Background: an optimization exercise with open tools, aiming at small area. Do not read the settings as production practice. In this exercise RTL edits were held to simulation tests only and were not proved equivalent to the original.

==> inputs of build 62 <==
## radix_4
module radix_4#(
    parameter WIDTH=26
)(
    input clk, start, rst_n,
    input signed [WIDTH-1:0] A_r, A_i, B_r, B_i, C_r, C_i, D_r, D_i,
    input signed [15:0] W0_r, W0_i, W1_r, W1_i, W2_r, W2_i,
    output reg done,
    output signed [WIDTH+1:0] Q0_r, Q0_i, Q1_r, Q1_i, Q2_r, Q2_i, Q3_r, Q3_i
);
reg [1:0] valid;
always @(posedge clk or negedge rst_n)
    if (!rst_n) begin
        valid <= 2'b0;
        done  <= 1'b0;
    end else begin
        valid <= {valid[0], start};
        done  <= valid[1];
    end
wire [26:0] m0_r, m0_i, m1_r, m1_i, m2_r, m2_i;
cmult U0(.xr(B_r), .xi(B_i), .wr(W0_r), .wi(W0_i), .zr(m0_r), .zi(m0_i));
cmult U1(.xr(C_r), .xi(C_i), .wr(W1_r), .wi(W1_i), .zr(m1_r), .zi(m1_i));
cmult U2(.xr(D_r), .xi(D_i), .wr(W2_r), .wi(W2_i), .zr(m2_r), .zi(m2_i));
wire [26:1] a2_r, a2_i;
inc2 i0 (.a(A_r[25:1]), .s(a2_r));
inc2 i1 (.a(A_i[25:1]), .s(a2_i));
reg [26:0] z0_r, z0_i, z1_r, z1_i, z2_r, z2_i, ap_r, ap_i;
always @(posedge clk) begin
    z0_r <= m0_r; z0_i <= m0_i;
    z1_r <= m1_r; z1_i <= m1_i;
    z2_r <= m2_r; z2_i <= m2_i;
    ap_r <= {a2_r, A_r[0]}; ap_i <= {a2_i, A_i[0]};
end
wire [27:0] t1_r, t1_i, t2_r, t2_i, t3_r, t3_i, t4_r, t4_i;
bf_add0 a0 (.a({ap_r[26], ap_r}), .b({z1_r[26], z1_r}), .s(t1_r));
bf_add0 a1 (.a({ap_i[26], ap_i}), .b({z1_i[26], z1_i}), .s(t1_i));
  ...
==> flow/config.mk <==
export PLATFORM = sky130hd
export DESIGN_NAME = radix_4
export DESIGN_NICKNAME = radix_4
export VERILOG_FILES = /design/flow/design.v
export SDC_FILE = /design/flow/constraint.sdc
export NUM_CORES = 4
export LEC_CHECK = 0
export CAP_MARGIN = 20
export CORE_MARGIN = 2
export CORE_UTILIZATION = 70
export CTS_BUF_LIST = sky130_fd_sc_hd__clkbuf_8
export CTS_CLUSTER_DIAMETER = 60
export CTS_CLUSTER_SIZE = 16
export PLACE_DENSITY = 0.8
export SLEW_MARGIN = 20
export SYNTH_HIERARCHICAL = 1
export SYNTH_MINIMUM_KEEP_SIZE = 0
==> flow/constraint.sdc <==
create_clock -name core_clock -period 13.0 [get_ports {clk}]
set_input_delay 2.6000 -clock core_clock [delete_from_list [all_inputs] [get_ports {clk}]]
set_output_delay 2.6000 -clock core_clock [all_outputs]
set_load 0.01 [all_outputs]
standard.sh (not shown) runs the stock make flow with config.mk's settings and CLKGATE_MAP_FILE= SYNTH_SCRIPT=/design/flow/synth_recipe.tcl, a recipe that flattens the netlist after the stock synthesis.
==> flow/flow/run.sh <==
#!/bin/bash
# The standard layout (the standard.sh: unchanged synthesis and steps),
# with the plain sky130_fd_sc_hd__buf_1 as the buffer on every input and
# output port instead of the cell buffer_ports picks by default.
set -e
export BUFFER_PORTS_ARGS="-buffer_cell sky130_fd_sc_hd__buf_1"
bash standard.sh > standard.log 2>&1
==> build 65: changes against build 62 <==
--- a/flow/config.mk
+++ b/flow/config.mk
@@ -9,7 +9,5 @@
 export CORE_MARGIN = 2
-export CORE_UTILIZATION = 70
-export CTS_BUF_LIST = sky130_fd_sc_hd__clkbuf_8
-export CTS_CLUSTER_DIAMETER = 60
-export CTS_CLUSTER_SIZE = 16
-export PLACE_DENSITY = 0.8
+export CORE_UTILIZATION = 55
+export CTS_BUF_LIST = sky130_fd_sc_hd__clkbuf_4
+export PLACE_DENSITY = 0.7
 export SLEW_MARGIN = 20
==> build 87: changes against build 62 <==
==> flow/run.sh (new file) <==
#!/bin/bash
# synth_recipe.tcl (not shown) runs the flow's synth.tcl, then flattens the netlist and writes it again
# the make line also repeats each setting of config.mk as NAME=value (left out here)
make -C /OpenROAD-flow-scripts/flow DESIGN_CONFIG=/design/flow/config.mk WORK_HOME=/design/flow/orfs CLKGATE_MAP_FILE= SYNTH_SCRIPT=/design/flow/synth_recipe.tcl finish
--- a/flow/config.mk
+++ b/flow/config.mk
@@ -11,4 +11,2 @@
 export CTS_BUF_LIST = sky130_fd_sc_hd__clkbuf_8
-export CTS_CLUSTER_DIAMETER = 60
-export CTS_CLUSTER_SIZE = 16
 export PLACE_DENSITY = 0.8
removed: flow/flow/run.sh
removed: flow/standard.sh
==> results.txt <==
quantity	build 87	build 65	build 62
End point of the critical path	r1_i[26]$_DFF_P_	r2_r[26]$_DFF_P_	z1_i[26]$_DFF_P_
HP Start	valid[1]$_DFF_PN0_	valid[0]$_DFF_PN0_	u2_i[12]$_DFF_P_
Area growth from synthesis to final layout	13.1%	11.0%	9.33%
Tap cell count	2325	2975	2325
Worst setup slack before clock tree synthesis	0.0994 ns	0.0477 ns	0.0579 ns
Endpoint arrival time on the critical path	13.58 ns	13.27 ns	13.78 ns
Global-route wire length before repair	753 mm	687 mm	780 mm
Buffers outside the clock class	1087	1082	1031
Met3 track demand over resource in global routing	29.2%	9.91%	33.8%
Vias	105k	96.6k	108k
Worst-case headroom to the max-slew limit	9.19%	18.4%	13.3%
Run status	timing/DRC/antenna clean	timing/DRC/antenna clean	complete, but fails checks
Layout check failures	-	-	setup timing
Area enclosed by the die boundary	179000 sq um	227000 sq um	179000 sq um
Area of all placed cells without fillers	139000 sq um	137000 sq um	135000 sq um
Worst setup slack after layout	0.145 ns	0.750 ns	-0.0422 ns
Buffers plus inverters on the worst setup path	1	1	2
Delay of the slowest critical-path stage	0.58 ns	0.55 ns	0.93 ns
Detailed-routing iteration count for the pre-antenna-repair pass	14	9	20
Number of clock buffers in the layout	119	225	60

port drivers added, routing unchanged:
The results above use ideal ports. As a check the final layouts listed here were re-extracted and re-timed, cells and wires unchanged.
Step 1 assumes that a clkbuf_16 drives the clock port and a buf_2 every other input.
Step 2 adds t to the input delays and takes it off the output delays; t is the mean of the earliest and latest rising clock arrival at the registers after step 1. Input paths then give back, and output paths get back, about the clock's delay inside the block.
Three values: ideal, step 1, step 2; two values: the first two.
run | t (ns) | setup WS [ns] | latest minus earliest clock arrival (ns) | slew at the worst register clock pin (ns) | worst data-port slew with drivers (ns)
build 62 | 0.932 | -0.042 / 0.026 / -0.906 | 0.191 / 0.191 | 0.11 / 0.11 | 0.31
build 65 | 1.238 | 0.750 / 0.750 / -0.199 | 0.128 / 0.129 | 0.09 / 0.09 | 0.25
build 87 | 0.941 | 0.145 / 0.145 / -0.700 | 0.110 / 0.109 | 0.09 / 0.09 | 0.22
Met with ideal ports but missed after step 2: setup timing in build 65 and build 87. For build 65, which loses most, drivers alone change the setup slack by 0.000 ns; drivers and shift together by -0.949 ns.
